Background: an optimization exercise with open tools, aiming at small area, a short achievable clock period and few clock cycles. Do not read the settings as production practice. No functional check of the RTL was part of any run shown here.

**design/flow/design.v**
```verilog
module Next_addr (md, a, b, start, sv0, sv2, sb, addr);
input [17:0] md, a, b;
input start, sv0, sv2, sb;
output [17:0] addr;
wire useb = sb || (sv2 && md[2:0] != 3'd0);
wire [17:0] m = sv0 ? md : useb ? b : a;
assign addr = start ? 18'd0 : m;
endmodule
module Top_lvl (clk,start,mem_addr,mem_data,MIN_WEIGHT,MIN_PATH_NODES,donee);
input clk,start;
output [17:0] mem_addr;
input [17:0] mem_data;
output [14:0] MIN_WEIGHT;
output [17:0] MIN_PATH_NODES;  
output reg donee;
localparam V0=3'd0, V1=3'd1, V2=3'd2, WK=3'd3, DN=3'd4, FIN=3'd5, V1B=3'd6, WK2=3'd7;
reg [2:0] st;
reg [3:0] d;             
reg [17:0] x;            
reg [14:0] bud;          
reg pr;                  
reg [14:0] wmin;         
reg [17:0] best;         
reg [3:0] bd;            
reg [2:0] T;             
reg tv;                  
reg [17:0] na;           
reg [17:0] S [1:7];      
reg [1:0]  R [1:7];      
reg [14:0] W [1:7];      
reg tv2;
reg [2:0] T2;
integer l;
always @* begin
  tv2 = 1'b0; T2 = 3'd1;
  for (l = 1; l <= 7; l = l + 1)
    if (l < T && R[l] != 2'd0) begin tv2 = 1'b1; T2 = l; end
end
wire [2:0] bdm1 = bd[2:0] - 3'd1;       
wire [2:0] dm1 = d[2:0] - 3'd1;         
wire [17:0] sr = S[T];
wire [1:0] RT = R[T];
wire [17:0] nx1 = sr + 18'd1;           
wire k1 = (st == WK2) || (st == FIN);
wire [17:0] xk = x + {16'd0, !k1, (st == V2) || k1};    
wire [17:0] best1 = best + 18'd1;       
wire v1 = (st == V1), v2 = (st == V2);
wire [11:0] w = mem_data[11:0];
wire [2:0] nc = mem_data[2:0];
wire prune = (bud[14:12] == 3'd0) && (w >= bud[11:0]);
wire guess = (bud[14:11] == 4'd0);      
wire d8 = d[3];                         
wire nc0 = (nc == 3'd0);
wire [14:0] bw = bud - {3'b000, w};     
wire [14:0] wq = wmin - ((st == V0) ? W[dm1] : bud);
wire [14:0] wx = wq + {3'b000, w};      
wire fin = (v1 && (d8 || (guess && prune))) || (v2 && (pr || nc0));    
wire leaf = (v1 && d8 && !prune) || (v2 && !pr && nc0);              
wire over = (fin && !tv && !leaf) || (st == FIN);    
wire push = v2 && !pr && !nc0;
wire rx = (st == V1B) || k1 || (v1 && !(guess || d8));
Next_addr nad (.md(mem_data), .a(na), .b(xk), .start(start), .sv0(st == V0),
  .sv2(v2 && !pr), .sb(rx), .addr(mem_addr));
assign MIN_WEIGHT = wmin;
assign MIN_PATH_NODES = (st != DN || d == 4'd1) ? 18'd0 : (d > bd) ? 18'h3FFFF : sr;
reg sw, rw, ww;
reg [2:0] si;
reg [17:0] sd;
reg [1:0] rd;
always @* begin
  sw = 1'b0; rw = 1'b0; ww = 1'b0; si = d[2:0]; sd = xk; rd = nc[1:0] - 2'd1;
  if (push) begin sw = 1'b1; rw = 1'b1; ww = 1'b1; end
  if (fin && tv) begin sw = 1'b1; rw = 1'b1; si = T; sd = nx1; rd = RT - 2'd1; end
  if (over) begin sw = (bd >= 4'd2); si = bdm1; sd = best; end
  if (st == WK) begin sw = 1'b1; si = dm1; sd = mem_data; end
end
always @(posedge clk) begin
  if (sw) S[si] <= sd;
  if (rw) R[si] <= rd;
  if (ww) W[si] <= wq;
end
always @(posedge clk) begin
  if (start) begin
    st <= V1; d <= 4'd1; x <= 18'd0;
    bud <= 15'h7FFF; wmin <= 15'h7FFF; donee <= 1'b0; tv <= 1'b0;
  end else begin
    case (st)
      V0: begin
        x <= mem_data;
        na <= tv ? nx1 : best1;
        bud <= wq;
        st <= V1;
      end
      V1: begin
        bud <= bw;
        pr <= prune;
        st <= (guess && !prune) ? V1B : V2;
      end
      V1B: begin
        pr <= 1'b0;
        st <= V2;
      end
      V2: if (push) begin
        d <= d + 4'd1;
        st <= V0;
        if (nc[2:1] != 2'b00) begin T <= d[2:0]; tv <= 1'b1; end
      end
      WK: begin
        x <= mem_data;
        d <= d - 4'd1;
        st <= WK2;
        if (d == 4'd2) begin st <= DN; d <= 4'd2; T <= 3'd1; end
      end
      WK2: begin
        st <= WK;
        if (d == 4'd2) donee <= 1'b1;
      end
      DN: begin
        if (d <= 4'd8) d <= d + 4'd1;
        T <= T + 3'd1;
      end
      default: ;
    endcase
    if (leaf) begin wmin <= v1 ? wx : wq; best <= x; bd <= d; end
    if (fin) begin
      if (tv) begin
        d <= {1'b0, T} + 4'd1;
        st <= V0;
        if (RT == 2'd1) begin T <= T2; tv <= tv2; end
      end else if (leaf) st <= FIN;
    end
    if (over) begin
      d <= bd - 4'd1;
      if (bd >= 4'd3) begin
        st <= WK;
        if (bd == 4'd3) donee <= 1'b1;
      end else begin
        st <= DN; donee <= 1'b1; d <= 4'd1; T <= 3'd0;
      end
    end
  end
end
endmodule  
```
**design/flow/run.sh**
```bash
#!/bin/bash
# synth_recipe.tcl (not shown) runs the flow's synth.tcl, then flattens the netlist and writes it again
# the make line also repeats each setting of config.mk as NAME=value (left out here)
make -C /OpenROAD-flow-scripts/flow DESIGN_CONFIG=/design/flow/config.mk WORK_HOME=/design/flow/orfs CLKGATE_MAP_FILE= SYNTH_SCRIPT=/design/flow/synth_recipe.tcl finish
```
**design/flow/config.mk**
```make
export PLATFORM = sky130hd
export DESIGN_NAME = Top_lvl
export DESIGN_NICKNAME = Top_lvl
export VERILOG_FILES = /design/flow/design.v
export SDC_FILE = /design/flow/constraint.sdc
export NUM_CORES = 4
export LEC_CHECK = 0
export CAP_MARGIN = 20
export CORE_MARGIN = 2
export CORE_UTILIZATION = 40
export SETUP_SLACK_MARGIN = 3.0
export SLEW_MARGIN = 20
export SYNTH_HIERARCHICAL = 1
export SYNTH_MINIMUM_KEEP_SIZE = 0
```
**design/flow/constraint.sdc**
```tcl
create_clock -name core_clock -period 7.5 [get_ports {clk}]
set_input_delay 1.5000 -clock core_clock [delete_from_list [all_inputs] [get_ports {clk}]]
set_output_delay 1.5000 -clock core_clock [all_outputs]
set_load 0.01 [all_outputs]
```
==> summary.txt, run 1 <==
outcome -> complete, no violations
top_reg_cell synth -> edfxtp_1
total of max-cap violations -> 0
Antenna Cells -> 0
YS warnings -> 7
Hold WS -> 0.521 ns
crit end category -> output port
Seq/Total Area, Yosys -> 0.523
global-route wire length before repair -> 91300 µm
post-route ant nets -> 0
Die Ht -> 222 µm
total gr overflow -> 0
cell taking the most area after synthesis -> edfxtp_1
Vias -> 15400
Die W -> 222 µm
vias per inst -> 6.01
worst-margin pin slew -> 1.03 ns
Syn Inst Count -> 1682
CTS tree -> built
Mapped Area -> 19000 µm²
effective utilization at floorplan -> 0.406
worst slack at placement -> 1.22 ns
adder-cell share of the synthesized area -> 0.0503
#FFs+latches synth -> 351
post-synth top area share -> 0.460
Filler cells -> 3939
Post-synth EDFFs -> 291
GRT Util Overall -> 0.243
setup TNS -> 0 ns
Rows -> 79
worst skew pair latency -> 0.58 ns
antenna violations before repair -> 0
Final Wtd Congestion -> 0.918
crit-path leading delay family -> simple AND/OR/NAND/NOR gates
WP data arrival -> 3.40 ns
slew margin rel. -> 0.313
main combinational cell family by area after synthesis -> compound AO/OA/AOI/OAI gates
Critical-path top delay cell -> or3b_4
drt drc -> 0
Synth Area in Compound Gates -> 0.159
Mapped Nets -> 1776
layout cells sized above 1 -> 0.290
Layout Utilization -> 0.526
Worst Hold Class -> reg -> reg
Synth cell types -> 93
Final Skew -> 0.0325 ns
Final Worst Setup Slack -> 2.60 ns
critical path class -> reg -> out
port bufs -> 71
Clock H-tree levels -> 2
CP bufs+invs -> 2
Final nets -> 2011
DP HPWL -> 39700 µm
worst-case clock buffer depth -> 3
Setup-failing EPs final -> 0
fmax -> 204 MHz
kind of start point of the critical path -> flop
area delta synth->final -> 29.5%
Pre-antenna DRT Iters -> 8
Clock Pin Slew Worst Setup and Hold Paths -> 0.06 ns
Worst EP required -> 6.00 ns
Slew Viols, Final -> 0
Tmin final -> 4.90 ns
period utilisation layout -> 0.653
DR WL/cell -> 24.0 µm
vias in the first global route -> 14900
slowest cell delay on critical path -> 0.40 ns
Multi-input gate area -> 9490 µm²
Clock Tree Root -> clkbuf_16
routed wire length -> 61200 µm
Final Hold Fails -> 0
RSZ-0062 raised after global routing -> yes
core area -> 46800 µm²
die area -> 49200 µm²
crit-path max FO -> 5
asr flop ratio synth -> 0
xor/xnor share of the synthesized area -> 0.0369
clock tree sinks -> 351
violation count after the first detailed-route iteration -> 1749
dominant cells by area after synthesis -> edfxtp_1, dfxtp_1, ha_1
largest net degree at the start of global routing -> 53
count of boundary I/O pins -> 72
sequential cell area -> 9970 µm²
Critical Path, Cell by Cell -> or3b_4 -> nand2_4 -> ha_4 -> inv_2 -> fa_2 -> nor2_4 -> nand3_4 -> nor3_2 -> xor2_1 -> o21ai_1 -> a221oi_2 -> buf_2
total CTS buffers -> 39
mux cell area share after synthesis -> 0.0851
Simple-Gate Fraction of Synth Area -> 0.105
average size of a mapped cell -> 11.3 µm²
==> logic make-up (layout without fill, tap and decap cells) <==
group | count (synthesis) | in the layout
multiplexers | 112 | 112
flip-flops | 351 | 351
AO/OA/AOI/OAI | 447 | 448
buffers and inverters | 181 | 446
AND/OR/NAND/NOR | 437 | 437
adder cells (fa/ha/maj) | 74 | 74
XOR/XNOR | 80 | 80
==> final timing paths <==
check	start	slack, ns	endpoint	cells after the start
max	st[1]	2.60	mem_addr[10]	12
min	wmin[4]	0.52	wmin[4]	1
max reg2reg	d[0]	2.63	wmin[14]	24
min reg2reg	wmin[4]	0.52	wmin[4]	1
==> registers in the layout, indices dropped and copies added, names as in the netlist, named ones only <==
| signal | count |
|---|---|
| tv | 1 |
| wmin | 15 |
| best | 18 |
| d | 4 |
| na | 18 |
| W | 105 |
| T | 3 |
| R | 16 |
| donee | 1 |
| x | 18 |
| bud | 15 |
| bd | 4 |
| S | 126 |
| pr | 1 |
| st | 3 |
==> worst register-to-register path, stage by stage (launching register included) <==
cell and delay, ns:
dfxtp_4 0.37, clkinvlp_4 0.10, ha_4 0.34, buf_4 0.13
buf_4 0.10, buf_4 0.10, a21oi_2 0.06, o211ai_1 0.29
o21ai_1 0.18, ha_1 0.38, o21a_1 0.14, o31a_1 0.16
o31ai_4 0.31, o21ai_1 0.09, a21oi_1 0.17, xor2_1 0.24
inv_2 0.14, ha_4 0.31, nand3_1 0.08, and3b_1 0.20
o21ai_2 0.10, a41oi_4 0.20, nor4b_4 0.33, xnor2_1 0.14
o21ai_1 0.07
==> per-module statistics from Yosys, one instance, submodules excluded <==
module	cell area [µm²]	flip-flops and latches	times used	cells
Next_addr	588	0	1	86
Top_lvl	18400	351	1	1596
==> metal layers <==
metal | GRT usage | wire [µm] | share of wire | vias to the layer above
met1 | 0.343 | 25500 | 0.42 | 7566
met4 | 0.0963 | 2510 | 0.041 | 0
met5 | 0 | 0 | 0 | -
met3 | 0.0427 | 5910 | 0.096 | 166
li1 | - | - | - | 6801
met2 | 0.374 | 27300 | 0.45 | 830
==> cell usage after synthesis, drive strengths merged (10+ instances only) <==
cell and count:
o21ai 108, o31ai 10, nor3 36, a211oi 26, o22ai 14, mux2i 62, a21o 11, o211ai 32
nor2 151, a21oi 119, nand4 12, a221oi 23, mux4 37, o21a 14, clkbuf 56, edfxtp 291
nand3 38, buf 37, mux2 13, a211o 11, ha 70, xor2 32, inv 84, and2 12
a31oi 26, nand2 130, dfxtp 60, xnor2 48
==> placed cells by master (no fill, tap or decap), drive strengths merged, types with 60 or more instances in the layout <==
cell | synthesis | routed
mux2i | 62 | 62
o21ai | 108 | 108
edfxtp | 291 | 291
inv | 84 | 87
a21oi | 119 | 119
dfxtp | 60 | 60
buf | 37 | 231
nor2 | 151 | 151
nand2 | 130 | 130
ha | 70 | 70
==> area by class of cell <==
type,count,area share
tap,607,0.0309
clock buffer,49,0.0420
sequential,351,0.405
multi-input combinational,1151,0.386
clock inverter,23,0.0149
timing repair buffer,286,0.107
inverter,88,0.0143
==> per-stage QoR <==
| stage | cell area, µm² | cells |
|---|---|---|
| floorplan | 19300 | 1682 |
| global placement | 20600 | 2299 |
| detailed placement | 20600 | 2299 |
| CTS | 23700 | 2508 |
| global route | 24600 | 2555 |
| finish | 24600 | 2555 |
==> what timing repair did <==
action / 4_1_cts / 5_1_grt
cloned: 4 / 1
setup buffers: 133 / 45
pin swaps: 62 / 77
resized for setup: 209 / 137
hold buffers: 0 / 0
setup endpoints to repair: 455 / 376
==> inputs of run 2 (changes only) <==
--- a/design/flow/design.v
+++ b/design/flow/design.v
@@ -79,3 +79,3 @@
   if (rw) R[si] <= rd;
-  if (ww) W[si] <= wq;
+  if (ww) W[d[2:0]] <= wq;    
 end
--- a/design/flow/config.mk
+++ b/design/flow/config.mk
@@ -10,3 +10,3 @@
 export CORE_UTILIZATION = 40
-export SETUP_SLACK_MARGIN = 3.0
+export SETUP_SLACK_MARGIN = 2.5
 export SLEW_MARGIN = 20
==> summary.txt, run 2 <==
cell taking the most area after synthesis -> edfxtp_1
area delta synth->final -> 18.8%
WP data arrival -> 3.47 ns (+0.07 ns)
max reg flops -> 126 (unchanged)
YS warnings -> 7 (unchanged)
Final Hold Fails -> 0 (unchanged)
Seq/Total Area, Yosys -> 0.531 (+0.00710)
Top cell by count, worst path -> inv_1
Clock Pin Slew Worst Setup and Hold Paths -> 0.06 ns (about the same)
core area -> 46400 µm² (-0.85%)
DR WL/cell -> 23.0 µm (-4.1%)
average size of a mapped cell -> 11.3 µm² (about the same)
worst skew pair latency -> 0.59 ns (about the same)
Post-synth EDFFs -> 291 (unchanged)
port bufs -> 71 (unchanged)
worst hold start -> x[0]
sequential cell area -> 9950 µm² (-0.11%)
Clock Tree Root -> clkbuf_16
drt drc -> 0 (unchanged)
Critical Path Source -> st[0]
Critical-path top delay cell -> fa_2
total CTS buffers -> 40 (+2.6%)
Vias -> 14000 (-8.7%)
Filler cells -> 4157 (+5.5%)
vias in the first global route -> 13400 (-9.6%)
Mapped Nets -> 1755 (-1.2%)
Mapped Area -> 18700 µm² (-1.3%)
cell area after placement -> 20300 µm² (-1.5%)
GRT Util Overall -> 0.228 (-0.0158)
die area -> 48600 µm² (-1.3%)
Die Ht -> 220 µm (-0.66%)
Critical Path, Cell by Cell -> clkinvlp_4 -> nor2_4 -> inv_1 -> o21ai_1 -> ha_2 -> inv_1 -> fa_2 -> nor4_4 -> buf_4 -> nor2b_4 -> nand2_1 -> xnor2_2 -> o21ai_0 -> a221oi_2 -> clkbuf_2
Hold Path Depth -> 0 (-1)
worst-case clock buffer depth -> 3 (unchanged)
most frequent cells in the layout -> edfxtp_1, nor2_1, a21oi_1, nand2_1, o21ai_0
DP HPWL -> 37500 µm (-5.4%)
count leader, synth -> edfxtp_1
antenna violations before repair -> 0 (unchanged)
reg2reg start -> d[0]
RSZ-0062 raised after global routing -> yes
Final nets -> 1851 (-8.0%)
CTS tree -> built
setup TNS -> 0 ns (unchanged)
critical path class -> reg -> out
commonest non-fill, non-tap cell in the layout -> edfxtp_1
Setup-failing EPs final -> 0 (unchanged)
Min-Delay Endpoint -> best[0]
commonest cells in the synthesized netlist -> edfxtp_1, nor2_1, a21oi_1
Final Worst Setup Slack -> 2.53 ns (-0.0696 ns)
total of max-cap violations -> 0 (unchanged)
Slew Viols, Final -> 0 (unchanged)
post-synth top area share -> 0.466 (+0.00624)
outcome -> complete, no violations
violation count after the first detailed-route iteration -> 1292 (-26%)
count of boundary I/O pins -> 72 (unchanged)
Worst Hold Class -> reg -> reg
finished layout cell area -> 22300 µm² (-9.5%)
R2R Path End -> wmin[14]
Clock H-tree levels -> 2 (unchanged)
Pre-antenna DRT Iters -> 5 (-3)
Syn Inst Count -> 1660 (-1.3%)
r2r setup slk -> 2.67 ns (+0.04 ns)
global-route wire length before repair -> 83000 µm (-9.1%)
dominant cells by area after synthesis -> edfxtp_1, dfxtp_1, ha_1
kind of start point of the critical path -> flop
slew margin rel. -> 0.260 (-0.0531)
total gr overflow -> 0 (unchanged)
Final Skew -> 0.0430 ns (+0.0105 ns)
layout cells sized above 1 -> 0.169 (-0.121)
routed wire length -> 55000 µm (-10%)
largest net degree at the start of global routing -> 55 (+3.8%)
slowest cell delay on critical path -> 0.39 ns (about the same)
crit-path max FO -> 3 (-2)
worst-margin pin slew -> 1.10 ns (+0.0680 ns)
Tmin final -> 4.97 ns (+0.0696 ns)
worst slack at placement -> 1.29 ns (+0.0679 ns)
effective utilization at floorplan -> 0.404 (-0.00201)
#FFs+latches synth -> 351 (unchanged)
top_reg_cell synth -> edfxtp_1
vias per inst -> 5.86 (-2.6%)
crit end category -> output port
r2r worst-path depth -> 21 (-13%)
asr flop ratio synth -> 0 (unchanged)
Synth cell types -> 80 (-14%)
clock tree sinks -> 351 (unchanged)
fmax -> 201 MHz (-1.4%)
period utilisation layout -> 0.663 (+0.00929)
Worst EP required -> 6.00 ns (about the same)
Rows -> 79 (unchanged)
largest register by flop count -> S
post-route ant nets -> 0 (unchanged)
Die W -> 220 µm (-0.66%)
Multi-input gate area -> 8620 µm² (-9.2%)
Final Wtd Congestion -> 0.892 (-2.8%)
run 2: changes by cell type in the layout (fill, tap and decap cells not counted), sizes merged, moves of 9 or more:
cell         before  now
nand3            38   22
nor2            151  172
nor4              3   13
buf             231   80
a211o            11    1
clkinv           11   20
dlygate4sd2       3   12
a21oi           119  131
inv              87   74
nand2           130  116
run 2: critical path, delay by kind of cell, from the launching register on:
| family | cells | cell delay, ns |
|---|---|---|
| compound gates | 3 | 0.48 |
| xor+xnor | 1 | 0.16 |
| fa+ha+maj | 2 | 0.59 |
| buf+inv | 5 | 0.58 |
| flops | 1 | 0.35 |
| simple gates | 4 | 0.71 |
run 2: logic make-up (layout without fill, tap and decap cells):
family	after synthesis	after routing	share of synthesized area
DFF	351	351	0.531
xor gates and xnor gates	83	83	0.0388
AOI/OAI and AO/OA	442	442	0.152
muxes	103	103	0.0819
adders and majority gates	75	75	0.0517
buffers and inverters	166	293	0.0378
and+or+nand+nor	440	440	0.107
other	0	1	0
run 2: through the flow:
step           hold slack (ns)  cells   util
2_1_floorplan            0.436   1660      -
3_5_place_dp             0.465   2296  0.437
5_1_grt                  0.511   2394  0.480
4_1_cts                  0.481   2381  0.474
6_report                 0.498   2395  0.480
3_3_place_gp             0.459   2296  0.437
run 2: routing by layer:
metal / wire [µm] / up-vias / global-route usage / share of wire
met2: 25400 / 507 / 0.362 / 0.46
met5: 0 / - / 0 / 0
met3: 3550 / 82 / 0.0342 / 0.065
met1: 24800 / 6997 / 0.325 / 0.45
met4: 1270 / 0 / 0.0617 / 0.023
li1: - / 6442 / - / -
run 2: repair_timing:
item	in CTS	in global routing
setup buffers	12	13
resized for setup	89	59
pin swaps	13	19
setup endpoints to repair	307	213
hold buffers	0	0
gates cloned	0	0
run 2: worst max-delay path by stage:
stage	to	slack, ns
5_1_grt	wmin[14]	2.34
2_1_floorplan	S[7][0]	2.41
3_3_place_gp	S[4][16]	1.37
3_5_place_dp	S[4][16]	1.29
4_1_cts	mem_addr[0]	2.29
6_report	mem_addr[16]	2.53
run 2: cell type report:
type                    instances  share of cell area
clock inverters                29              0.0137
flip-flops and latches        351               0.447
well taps                     607              0.0341
clock buffers                  44              0.0461
inverters                      72              0.0127
diodes                          1            0.000112
repair buffers                148              0.0590
multi-input cells            1143               0.387
run 2: Yosys stat by module (local to each module, per instance):
module	area (µm²)	copies in the design
Top_lvl	18100	1
Next_addr	588	1
==> inputs of run 3 (changes only) <==
--- a/design/flow/design.v
+++ b/design/flow/design.v
@@ -1,6 +1,8 @@
-module Next_addr (md, a, b, start, sv0, sv2, sb, addr);
+module Next_addr (md, bud, a, b, start, sv0, sv1, sv2, d8, sb, addr);
 input [17:0] md, a, b;
-input start, sv0, sv2, sb;
+input [6:0] bud;                
+input start, sv0, sv1, sv2, d8, sb;
 output [17:0] addr;
-wire useb = sb || (sv2 && md[2:0] != 3'd0);
+wire gone = (bud[6:4] == 3'd0) && (md[11:8] > bud[3:0]);
+wire useb = sb || (sv1 && !gone && !d8) || (sv2 && md[2:0] != 3'd0);
 wire [17:0] m = sv0 ? md : useb ? b : a;
@@ -15,3 +17,3 @@
 output reg donee;
-localparam V0=3'd0, V1=3'd1, V2=3'd2, WK=3'd3, DN=3'd4, FIN=3'd5, V1B=3'd6, WK2=3'd7;
+localparam V0=3'd0, V1=3'd1, V2=3'd2, WK=3'd3, DN=3'd4, FIN=3'd5, WK2=3'd7;
 reg [2:0] st;
@@ -50,3 +52,3 @@
 wire prune = (bud[14:12] == 3'd0) && (w >= bud[11:0]);
-wire guess = (bud[14:11] == 4'd0);      
+wire gone = (bud[14:12] == 3'd0) && (w[11:8] > bud[11:8]);    
 wire d8 = d[3];                         
@@ -56,3 +58,3 @@
 wire [14:0] wx = wq + {3'b000, w};      
-wire fin = (v1 && (d8 || (guess && prune))) || (v2 && (pr || nc0));    
+wire fin = (v1 && (d8 || gone)) || (v2 && (pr || nc0));    
 wire leaf = (v1 && d8 && !prune) || (v2 && !pr && nc0);              
@@ -60,5 +62,4 @@
 wire push = v2 && !pr && !nc0;
-wire rx = (st == V1B) || k1 || (v1 && !(guess || d8));
-Next_addr nad (.md(mem_data), .a(na), .b(xk), .start(start), .sv0(st == V0),
-  .sv2(v2 && !pr), .sb(rx), .addr(mem_addr));
+Next_addr nad (.md(mem_data), .bud(bud[14:8]), .a(na), .b(xk), .start(start), .sv0(st == V0),
+  .sv1(v1), .sv2(v2 && !pr), .d8(d8), .sb(k1), .addr(mem_addr));
 assign MIN_WEIGHT = wmin;
@@ -96,6 +97,2 @@
         pr <= prune;
-        st <= (guess && !prune) ? V1B : V2;
-      end
-      V1B: begin
-        pr <= 1'b0;
         st <= V2;
--- a/design/flow/config.mk
+++ b/design/flow/config.mk
@@ -10,3 +10,3 @@
 export CORE_UTILIZATION = 40
-export SETUP_SLACK_MARGIN = 2.5
+export SETUP_SLACK_MARGIN = 2.0
 export SLEW_MARGIN = 20
==> summary.txt, run 3 <==
worst slack at placement -> 1.20 ns (-0.0938 ns)
CTS tree -> built
GRT Util Overall -> 0.230 (+0.00187)
total gr overflow -> 0 (unchanged)
drt drc -> 0 (unchanged)
Antenna Cells -> 0 (-1)
Final Worst Setup Slack -> 2.02 ns (-0.508 ns)
vias in the first global route -> 14100 (+4.9%)
Rows -> 80 (+1.3%)
worst hold start -> x[0]
Final Wtd Congestion -> 0.898 (+0.69%)
Clock Pin Slew Worst Setup and Hold Paths -> 0.06 ns (about the same)
Seq/Total Area, Yosys -> 0.516 (-0.0147)
Post-synth EDFFs -> 291 (unchanged)
layout cells sized above 1 -> 0.137 (-0.0322)
Die Ht -> 223 µm (+1.4%)
top_reg_cell synth -> edfxtp_1
Pre-antenna DRT Iters -> 5 (unchanged)
fmax -> 183 MHz (-9.3%)
slowest cell delay on critical path -> 0.53 ns (+0.14 ns)
reg2reg start -> d[0]
Hold Path Depth -> 0 (unchanged)
outcome -> complete, no violations
count leader, synth -> edfxtp_1
clock tree sinks -> 351 (unchanged)
port bufs -> 71 (unchanged)
Tmin final -> 5.48 ns (+0.508 ns)
post-synth top area share -> 0.454 (-0.0129)
most frequent cells in the layout -> edfxtp_1, nor2_1, nand2_1, a21oi_1, ha_1
effective utilization at floorplan -> 0.404 (about the same)
routed wire length -> 58000 µm (+5.3%)
crit-path max FO -> 18 (+15)
Critical Path, Cell by Cell -> clkdlybuf4s50_1 -> buf_4 -> o31ai_2 -> nand2b_2 -> buf_4 -> a2111oi_0 -> a211oi_1 -> clkdlybuf4s50_1
Final Hold Fails -> 0 (unchanged)
Clock Tree Root -> clkbuf_16
slew margin rel. -> 0.240 (-0.0199)
count of boundary I/O pins -> 72 (unchanged)
core area -> 47600 µm² (+2.8%)
RSZ-0062 raised after global routing -> yes
crit-path leading delay family -> buffers and inverters
R2R Path End -> wmin[11]
setup TNS -> 0 ns (unchanged)
critical path class -> in -> out
post-route ant nets -> 0 (unchanged)
asr flop ratio synth -> 0 (unchanged)
Worst EP required -> 6.00 ns (about the same)
Vias -> 14300 (+2.2%)
Worst Hold Class -> reg -> reg
largest register by flop count -> S
total of max-cap violations -> 0 (unchanged)
YS warnings -> 7 (unchanged)
Slew Viols, Final -> 0 (unchanged)
worst skew pair latency -> 0.57 ns (-0.02 ns)
Critical-path top delay cell -> clkdlybuf4s50_1
die area -> 49900 µm² (+2.8%)
Final nets -> 1912 (+3.3%)
WP data arrival -> 3.98 ns (+0.51 ns)
dominant cells by area after synthesis -> edfxtp_1, dfxtp_1, ha_1
r2r setup slk -> 2.23 ns (-0.44 ns)
Mapped Nets -> 1829 (+4.2%)
Setup-failing EPs final -> 0 (unchanged)
Mapped Area -> 19300 µm² (+2.8%)
average size of a mapped cell -> 11.1 µm² (-1.3%)
total CTS buffers -> 39 (-2.5%)
worst-case clock buffer depth -> 3 (unchanged)
vias per inst -> 5.83 (-0.41%)
Synth cell types -> 91 (+14%)
crit end category -> output port
antenna violations before repair -> 0 (unchanged)
Syn Inst Count -> 1729 (+4.2%)
Die W -> 223 µm (+1.4%)
commonest cells in the synthesized netlist -> edfxtp_1, nor2_1, nand2_1
#FFs+latches synth -> 351 (unchanged)
global-route wire length before repair -> 86100 µm (+3.8%)
Min-Delay Endpoint -> best[0]
period utilisation layout -> 0.730 (+0.0677)
largest net degree at the start of global routing -> 56 (+1.8%)
cell taking the most area after synthesis -> edfxtp_1
worst-margin pin slew -> 1.13 ns (+0.0334 ns)
violation count after the first detailed-route iteration -> 1105 (-14%)
DR WL/cell -> 23.6 µm (+2.7%)
Final Skew -> 0.0202 ns (-0.0229 ns)
DP HPWL -> 41400 µm (+10%)
max reg flops -> 126 (unchanged)
CP bufs+invs -> 4 (-1)
commonest non-fill, non-tap cell in the layout -> edfxtp_1
kind of start point of the critical path -> input pin
Clock H-tree levels -> 2 (unchanged)
area delta synth->final -> 15.8%
r2r worst-path depth -> 20 (-4.8%)
-- run 3: cell types whose count changed in the layout (fill, tap and decap cells not counted), moves of 11 or more --
cell             change
a21o_1              +23
a221oi_2            -18
xnor2_1             +20
o21ai_0             -47
nand3_1             +12
clkdlybuf4s50_1     +11
nand2_1             +28
or2_2               +15
a31oi_1             -15
a2111oi_0           +13
and2_1              +13
-- run 3: final cells by class --
class	instances	area, µm²
clock inverter	23	204
multi-input combinational	1209	8840
inverter	76	290
fill	4373	25300
timing repair buffer	135	1220
sequential	351	9960
clock buffer	48	1020
tap	615	769
-- run 3: repair_timing --
item,in CTS,in global routing
resized for setup,42,25
pin swaps,4,8
hold endpoints to repair,0,0
setup buffers,5,9
cloned,0,0
setup endpoints to repair,31,82
hold buffers,0,0
-- run 3: routing by layer --
layer	wire (µm)	track usage	up-vias
met5	0	0	-
met4	2160	0.0961	0
met3	3300	0.0387	106
met2	27800	0.381	482
met1	24700	0.298	7126
li1	-	-	6618
-- run 3: stage by stage --
stage | cells | util | hold WS (ns) | cell area, µm²
floorplan | 1729 | - | 0.437 | 19300
global placement | 2371 | 0.435 | 0.451 | 20700
detailed placement | 2371 | 0.435 | 0.471 | 20700
CTS | 2447 | 0.464 | 0.474 | 22100
global route | 2457 | 0.468 | 0.478 | 22300
finish | 2457 | 0.468 | 0.481 | 22300
-- run 3: cells by family (layout without fill, tap and decap cells) --
group | after synthesis | in the layout | share of synthesized area
and+or+nand+nor | 519 | 519 | 0.129
buffers and inverters | 169 | 282 | 0.0369
muxes | 104 | 104 | 0.0795
xor gates and xnor gates | 86 | 86 | 0.0391
adders and majority gates | 80 | 80 | 0.0535
DFF | 351 | 351 | 0.516
AOI/OAI and AO/OA | 420 | 420 | 0.147
-- run 3: worst max path at each step --
stage | start | endpoint | cells past startpoint
after global placement | mem_data[1] | mem_addr[13] | 7
after floorplan | d[0] | wmin[12] | 23
after CTS | st[0] | mem_addr[17] | 12
final | mem_data[1] | mem_addr[0] | 8
after detailed placement | mem_data[1] | mem_addr[13] | 7
after global routing | mem_data[0] | wmin[14] | 12
-- run 3: worst reg2reg max path, cell delays in order, from the launching register on --
cell,delay [ns]
dfxtp_2,0.33
inv_1,0.14
ha_4,0.52
mux4_2,0.37
a211oi_1,0.37
a21oi_1,0.11
ha_1,0.23
inv_1,0.07
fa_1,0.20
nand3_1,0.11
nand2_1,0.12
xor2_1,0.37
ha_1,0.39
nand3_1,0.12
o211ai_1,0.12
o41a_1,0.39
a41oi_1,0.35
a21oi_1,0.15
xnor2_1,0.26
nor3_1,0.09
a2111o_1,0.34
-- run 3: modules after synthesis, one instance, submodules excluded --
module / cell area [µm²] / cells inside / flip-flops and latches / times used
Top_lvl: 18400 / 1590 / 351 / 1
Next_addr: 893 / 139 / 0 / 1
==> inputs of run 4 (changes only) <==
--- a/design/flow/config.mk
+++ b/design/flow/config.mk
@@ -10,3 +10,3 @@
 export CORE_UTILIZATION = 40
-export SETUP_SLACK_MARGIN = 2.0
+export SETUP_SLACK_MARGIN = 2.5
 export SLEW_MARGIN = 20
==> summary.txt, run 4 <==
Syn Inst Count -> 1729 (unchanged)
largest register by flop count -> S
layout cells sized above 1 -> 0.208 (+0.0717)
largest net degree at the start of global routing -> 74 (+32%)
dominant cells by area after synthesis -> edfxtp_1, dfxtp_1, ha_1
post-route ant nets -> 0 (unchanged)
Clock H-tree levels -> 2 (unchanged)
outcome -> complete, no violations
Final Hold Fails -> 0 (unchanged)
Setup-failing EPs final -> 0 (unchanged)
violation count after the first detailed-route iteration -> 1388 (+26%)
worst-margin pin slew -> 1.11 ns (-0.0241 ns)
xor/xnor share of the synthesized area -> 0.0391 (unchanged)
Antenna Cells -> 0 (unchanged)
r2r setup slk -> 2.63 ns (+0.40 ns)
area delta synth->final -> 21.0%
Clock Tree Root -> clkbuf_16
setup TNS -> 0 ns (unchanged)
most frequent cells in the layout -> edfxtp_1, nor2_1, nand2_1, a21oi_1, buf_4
die area -> 49900 µm² (unchanged)
critical path class -> reg -> out
count of boundary I/O pins -> 72 (unchanged)
Die W -> 223 µm (unchanged)
mux cell area share after synthesis -> 0.0795 (unchanged)
RSZ-0062 raised after global routing -> yes
Die Ht -> 223 µm (unchanged)
Worst EP required -> 6.00 ns (about the same)
Worst Hold Class -> reg -> reg
Vias -> 14700 (+2.5%)
Min-Delay Endpoint -> x[1]
top_reg_cell synth -> edfxtp_1
Pre-antenna DRT Iters -> 7 (+2)
count leader, synth -> edfxtp_1
core area -> 47600 µm² (unchanged)
commonest non-fill, non-tap cell in the layout -> edfxtp_1
crit-path max FO -> 4 (-14)
# hold bufs at CTS -> 0 (unchanged)
post-synth top area share -> 0.454 (unchanged)
global-route wire length before repair -> 87500 µm (+1.6%)
r2r worst-path depth -> 20 (unchanged)
main combinational cell family by area after synthesis -> compound AO/OA/AOI/OAI gates
worst hold start -> x[1]
Rows -> 80 (unchanged)
antenna violations before repair -> 1 (+1)
Mapped Nets -> 1829 (unchanged)
asr flop ratio synth -> 0 (unchanged)
kind of start point of the critical path -> flop
#FFs+latches synth -> 351 (unchanged)
adder-cell share of the synthesized area -> 0.0535 (unchanged)
total gr overflow -> 0 (unchanged)
total CTS buffers -> 39 (unchanged)
vias per inst -> 5.88 (+0.78%)
crit end category -> output port
total of max-cap violations -> 0 (unchanged)
Clock Pin Slew Worst Setup and Hold Paths -> 0.06 ns (about the same)
Mapped Area -> 19300 µm² (unchanged)
Final Wtd Congestion -> 0.917 (+2.1%)
reg2reg start -> d[0]
YS warnings -> 7 (unchanged)
routed wire length -> 58400 µm (+0.76%)
Tmin final -> 5.06 ns (-0.423 ns)
Simple-Gate Fraction of Synth Area -> 0.129 (unchanged)
CTS tree -> built
WP data arrival -> 3.56 ns (-0.42 ns)
period utilisation layout -> 0.674 (-0.0563)
Seq/Total Area, Yosys -> 0.516 (unchanged)
Synth cell types -> 91 (unchanged)
clock tree sinks -> 351 (unchanged)
average size of a mapped cell -> 11.1 µm² (unchanged)
DP HPWL -> 38800 µm (-6.2%)
slew margin rel. -> 0.257 (+0.0169)
port bufs -> 71 (unchanged)
Post-synth EDFFs -> 291 (unchanged)
GRT Util Overall -> 0.231 (+0.00109)
Slew Viols, Final -> 0 (unchanged)
max reg flops -> 126 (unchanged)
DR WL/cell -> 23.4 µm (-0.98%)
Filler cells -> 4295 (-1.8%)
Final nets -> 1955 (+2.2%)
Final Skew -> 0.0310 ns (+0.0108 ns)
effective utilization at floorplan -> 0.404 (unchanged)
worst-case clock buffer depth -> 3 (unchanged)
drt drc -> 0 (unchanged)
vias in the first global route -> 14400 (+1.8%)
fmax -> 198 MHz (+8.4%)
Synth Area in Compound Gates -> 0.147 (unchanged)
commonest cells in the synthesized netlist -> edfxtp_1, nor2_1, nand2_1
R2R Path End -> wmin[12]
cell taking the most area after synthesis -> edfxtp_1
worst skew pair latency -> 0.57 ns (about the same)
Hold Path Depth -> 2 (+2)
[run 4: changes by cell type in the layout (fill, tap and decap cells not counted), moves of 9 or more]
cell,delta
buf_4,+21
clkdlybuf4s50_1,-18
a211oi_1,-13
buf_2,+12
buf_6,+12
a2111oi_0,-10
ha_1,-9
[run 4: through the flow]
stage | setup WS [ns] | hold slack [ns] | std cells | area (µm²) | util
4_1_cts | 2.33 | 0.488 | 2481 | 22900 | 0.480
6_report | 2.44 | 0.485 | 2500 | 23300 | 0.489
5_1_grt | 2.40 | 0.509 | 2500 | 23300 | 0.489
3_3_place_gp | 1.29 | 0.448 | 2371 | 20800 | 0.436
2_1_floorplan | 2.03 | 0.437 | 1729 | 19300 | -
3_5_place_dp | 1.17 | 0.447 | 2371 | 20800 | 0.436
[run 4: cell families (layout without fill, tap and decap cells)]
group                      after synthesis  count (layout)
adders and majority gates               80              80
buffers and inverters                  169             322
muxes                                  104             104
and+or+nand+nor                        519             521
xor gates and xnor gates                86              86
AOI/OAI and AO/OA                      420             421
DFF                                    351             351
[run 4: final cells by class]
| class | count | area (µm²) | share of cell area |
|---|---|---|---|
| Timing Repair Buffer | 174 | 1550 | 0.0666 |
| Sequential cell | 351 | 9960 | 0.427 |
| Inverter | 76 | 294 | 0.0126 |
| Timing Repair inverter | 1 | 7.51 | 0.000322 |
| Multi-Input combinational cell | 1212 | 9480 | 0.407 |
| Tap cell | 615 | 769 | 0.0330 |
| Clock buffer | 49 | 1040 | 0.0448 |
| Clock inverter | 22 | 200 | 0.00859 |
[run 4: worst max-delay path by stage]
stage / slack (ns) / start / endpoint
2_1_floorplan: 2.03 / mem_data[8] / S[2][0]
6_report: 2.44 / st[2] / mem_addr[16]
5_1_grt: 2.40 / mem_data[9] / mem_addr[1]
4_1_cts: 2.33 / mem_data[1] / mem_addr[16]
3_3_place_gp: 1.29 / mem_data[8] / mem_addr[0]
3_5_place_dp: 1.17 / mem_data[1] / mem_addr[15]
[run 4: routing by layer]
| layer | share of wire | vias up | global-route usage |
|---|---|---|---|
| met5 | 0.00012 | - | 0 |
| met4 | 0.034 | 2 | 0.0856 |
| met3 | 0.071 | 133 | 0.0429 |
| met2 | 0.47 | 544 | 0.379 |
| met1 | 0.42 | 7309 | 0.305 |
| li1 | - | 6709 | - |
[run 4: per-module statistics from Yosys (local to each module, per instance)]
module	cells inside	area (µm²)	flops+latches	copies in the design
Top_lvl	1590	18400	351	1
Next_addr	139	893	0	1
[run 4: repair_timing]
action	in CTS	in global routing
gates cloned	6	3
setup buffers	33	16
hold endpoints to repair	0	0
setup endpoints to repair	281	198
gates resized for setup	206	84
pin swaps	28	26
[run 4: critical path, stage by stage (launching register included)]
cell,delay [ns]
dfxtp_4,0.35
or3b_4,0.43
nand2_4,0.08
ha_4,0.13
inv_2,0.04
fa_2,0.36
nor3b_2,0.22
nand4_1,0.23
inv_2,0.17
and3_4,0.20
xor2_2,0.20
nor2_2,0.07
a211oi_4,0.29
buf_2,0.19
==> inputs of run 5 (changes only) <==
--- a/design/flow/design.v
+++ b/design/flow/design.v
@@ -45,4 +45,4 @@
 wire [17:0] nx1 = sr + 18'd1;           
-wire k1 = (st == WK2) || (st == FIN);
-wire [17:0] xk = x + {16'd0, !k1, (st == V2) || k1};    
+wire [17:0] x1 = x + 18'd1;             
+wire [17:0] xk = v2 ? x1 : x;           
 wire [17:0] best1 = best + 18'd1;       
@@ -62,4 +62,4 @@
 wire push = v2 && !pr && !nc0;
-Next_addr nad (.md(mem_data), .bud(bud[14:8]), .a(na), .b(xk), .start(start), .sv0(st == V0),
-  .sv1(v1), .sv2(v2 && !pr), .d8(d8), .sb(k1), .addr(mem_addr));
+Next_addr nad (.md(mem_data), .bud(bud[14:8]), .a((st == FIN) ? best1 : na), .b(xk), .start(start),
+  .sv0(st == V0), .sv1(v1), .sv2(v2 && !pr), .d8(d8), .sb(st == WK2), .addr(mem_addr));
 assign MIN_WEIGHT = wmin;
@@ -84,3 +84,3 @@
   if (start) begin
-    st <= V1; d <= 4'd1; x <= 18'd0;
+    st <= V1; d <= 4'd1; x <= 18'd2;
     bud <= 15'h7FFF; wmin <= 15'h7FFF; donee <= 1'b0; tv <= 1'b0;
@@ -89,3 +89,3 @@
       V0: begin
-        x <= mem_data;
+        x <= mem_data + 18'd2;
         na <= tv ? nx1 : best1;
@@ -105,3 +105,3 @@
       WK: begin
-        x <= mem_data;
+        x <= mem_data + 18'd1;
         d <= d - 4'd1;
@@ -120,3 +120,3 @@
     endcase
-    if (leaf) begin wmin <= v1 ? wx : wq; best <= x; bd <= d; end
+    if (leaf) begin wmin <= v1 ? wx : wq; best <= x - 18'd2; bd <= d; end
     if (fin) begin
==> summary.txt, run 5 <==
period utilisation layout -> 0.658 (-0.0165)
#FFs+latches synth -> 351 (unchanged)
worst-case clock buffer depth -> 3 (unchanged)
total gr overflow -> 0 (unchanged)
core area -> 49100 µm² (+3.0%)
Mapped Nets -> 1927 (+5.4%)
most frequent cells in the layout -> edfxtp_1, nor2_1, nand2_1, a21oi_1, buf_4
total of max-cap violations -> 0 (unchanged)
Tmin final -> 4.93 ns (-0.123 ns)
violation count after the first detailed-route iteration -> 1329 (-4.3%)
adder-cell share of the synthesized area -> 0.0533 (-0.000203)
top_reg_cell synth -> edfxtp_1
Filler cells -> 4431 (+3.2%)
DP HPWL -> 42100 µm (+8.4%)
# hold bufs at CTS -> 0 (unchanged)
Worst Hold Class -> reg -> reg
slowest cell delay on critical path -> 0.37 ns (-0.06 ns)
Clock H-tree levels -> 2 (unchanged)
sequential cell area -> 9950 µm² (-0.14%)
commonest cells in the synthesized netlist -> edfxtp_1, nor2_1, nand2_1
Die W -> 227 µm (+1.6%)
Slew Viols, Final -> 0 (unchanged)
Final nets -> 2044 (+4.6%)
commonest non-fill, non-tap cell in the layout -> edfxtp_1
die area -> 51600 µm² (+3.2%)
DR WL/cell -> 22.7 µm (-2.7%)
worst-margin pin slew -> 1.02 ns (-0.0908 ns)
CTS tree -> built
asr flop ratio synth -> 0 (unchanged)
antenna violations before repair -> 1 (unchanged)
post-synth top area share -> 0.439 (-0.0145)
Mapped Area -> 19900 µm² (+3.3%)
RSZ-0062 raised after global routing -> yes
dominant cells by area after synthesis -> edfxtp_1, dfxtp_1, ha_1
count leader, synth -> edfxtp_1
drt drc -> 0 (unchanged)
Final Skew -> 0.0353 ns (+0.00438 ns)
crit end category -> output port
mux cell area share after synthesis -> 0.0776 (-0.00185)
vias in the first global route -> 14500 (+1.3%)
outcome -> complete, no violations
Rows -> 81 (+1.3%)
routed wire length -> 59900 µm (+2.6%)
main combinational cell family by area after synthesis -> compound AO/OA/AOI/OAI gates
Clock Pin Slew Worst Setup and Hold Paths -> 0.06 ns (about the same)
cell taking the most area after synthesis -> edfxtp_1
Die Ht -> 227 µm (+1.6%)
Post-synth EDFFs -> 291 (unchanged)
vias per inst -> 5.80 (-1.3%)
Setup-failing EPs final -> 0 (unchanged)
worst skew pair latency -> 0.58 ns (about the same)
post-route ant nets -> 0 (unchanged)
WP data arrival -> 3.43 ns (-0.13 ns)
GRT Util Overall -> 0.230 (-0.000344)
Critical-path top delay cell -> a211o_4
setup TNS -> 0 ns (unchanged)
max reg flops -> 126 (unchanged)
fmax -> 203 MHz (+2.5%)
Final Wtd Congestion -> 0.938 (+2.2%)
Vias -> 15300 (+4.1%)
largest net degree at the start of global routing -> 59 (-20%)
effective utilization at floorplan -> 0.406 (+0.00139)
critical path class -> in -> out
Pre-antenna DRT Iters -> 8 (+1)
global-route wire length before repair -> 89500 µm (+2.2%)
area delta synth->final -> 20.8%
kind of start point of the critical path -> input pin
Critical Path, Cell by Cell -> buf_2 -> ha_4 -> nor2b_1 -> o211ai_1 -> buf_6 -> a211o_4 -> buf_4 -> a211oi_4 -> buf_2
clock tree sinks -> 351 (unchanged)
xor/xnor share of the synthesized area -> 0.0471 (+0.00799)
Top cell by count, worst path -> buf_2
layout cells sized above 1 -> 0.195 (-0.0138)
Hold WS -> 0.533 ns (+0.0477 ns)
Synth Area in Compound Gates -> 0.157 (+0.0105)
Worst EP required -> 6.00 ns (about the same)
Clock Tree Root -> clkbuf_16
slew margin rel. -> 0.320 (+0.0635)
crit-path max FO -> 7 (+3)
YS warnings -> 7 (unchanged)
count of boundary I/O pins -> 72 (unchanged)
largest register by flop count -> S
Synth cell types -> 88 (-3.3%)
Simple-Gate Fraction of Synth Area -> 0.127 (-0.00166)
Syn Inst Count -> 1824 (+5.5%)
port bufs -> 71 (unchanged)
Multi-input gate area -> 10100 µm² (+6.7%)
average size of a mapped cell -> 10.9 µm² (-2.1%)
Final Hold Fails -> 0 (unchanged)
total CTS buffers -> 40 (+2.6%)
Seq/Total Area, Yosys -> 0.499 (-0.0165)
-- run 5: cell count changes in the layout (fill, tap and decap cells not counted), moves of 9 or more --
cell and delta:
nor2_1 +27, o21ai_0 +25, a211oi_1 +24, xor2_1 +23, o21ai_1 -12, buf_4 +10, nor4_1 +10, mux2_2 +9
or3_1 +9
-- run 5: cell type report --
type / instances / share of cell area
flip-flops and latches: 351 / 0.414
well taps: 664 / 0.0346
diodes: 1 / 0.000104
clock buffers: 51 / 0.0442
multi-input cells: 1295 / 0.421
clock inverters: 22 / 0.00989
repair buffers: 180 / 0.0643
inverters: 73 / 0.0118
-- run 5: metal layers --
metal / share of wire / vias up / global-route usage
met3: 0.061 / 90 / 0.0374
met2: 0.46 / 524 / 0.366
met1: 0.45 / 7605 / 0.323
met4: 0.026 / 0 / 0.0717
li1: - / 7083 / -
met5: 0 / - / 0
-- run 5: logic make-up (layout without fill, tap and decap cells) --
group | count (synthesis) | in the layout
xor+xnor | 107 | 107
mux | 103 | 103
buf+inv | 179 | 326
other cells | 0 | 1
flops | 351 | 351
compound gates | 463 | 464
fa+ha+maj | 83 | 83
simple gates | 538 | 538
-- run 5: final timing paths --
kind	startpoint	to	slack, ns	cells past startpoint
max	mem_data[9]	mem_addr[0]	2.57	9
min	bud[2]	bud[2]	0.53	2
max reg2reg	d[0]	wmin[13]	2.68	21
min reg2reg	bud[2]	bud[2]	0.53	2
-- run 5: critical path, delay by kind of cell --
family / cells / cell delay (ns)
adder cells (fa/ha/maj): 1 / 0.28
buffers and inverters: 4 / 0.70
AO/OA/AOI/OAI: 3 / 0.83
AND/OR/NAND/NOR: 1 / 0.12
-- run 5: modules after synthesis (local to each module, per instance) --
module,cell area [µm²],flops+latches,copies in the design,cells
Top_lvl,19000,351,1,1685
Next_addr,893,0,1,139
-- run 5: repair_timing --
item                       CTS  global route
pin swaps                   10            19
setup endpoints to repair  281           227
cloned                       2             2
setup buffers               21            27
gates resized for setup    181            69
-- run 5: through the flow --
stage / area, µm² / worst slack (ns) / instances / util
floorplan: 20000 / 2.25 / 1824 / -
global placement: 21600 / 1.06 / 2511 / 0.439
detailed placement: 21600 / 1.04 / 2511 / 0.439
CTS: 23600 / 2.32 / 2607 / 0.480
global route: 24000 / 2.43 / 2636 / 0.490
finish: 24000 / 2.57 / 2637 / 0.490

==> what the ideal ports hide <==
In the flow no input, the clock included, has a driving cell. The finished layouts below were timed again as built, in two steps. Step 1 (the two cells are an assumption about what drives the block):
set clk [get_ports {clk}]
set_driving_cell -lib_cell sky130_fd_sc_hd__clkbuf_16 $clk
set_driving_cell -lib_cell sky130_fd_sc_hd__buf_2 [delete_from_list [all_inputs] $clk]
Step 2 times the ports against the registers' clock, not the clock port: input delays grow and output delays shrink by t, the midpoint of the rising clock arrivals with the driver on. Slacks: ideal ports / drivers / drivers and shift; pairs: ideal ports / drivers.
run	t (ns)	setup slack, ns	worst setup path after step 2	slew at the worst register clock pin (ns)	cell pins on the clock port's net
run 1	0.621	2.599 / 2.543 / 2.521	input to register	0.06 / 0.06	1
run 2	0.624	2.529 / 2.471 / 1.965	input to register	0.07 / 0.07	1
run 3	0.617	2.021 / 2.001 / 1.660	input to register	0.06 / 0.06	1
run 4	0.615	2.444 / 2.385 / 2.122	input to register	0.07 / 0.07	1
run 5	0.618	2.567 / 2.547 / 2.019	input to register	0.07 / 0.07	1
After both steps setup and hold are still met in every run listed. For run 2, which loses most, drivers alone change the setup slack by -0.058 ns; drivers and shift together by -0.564 ns.
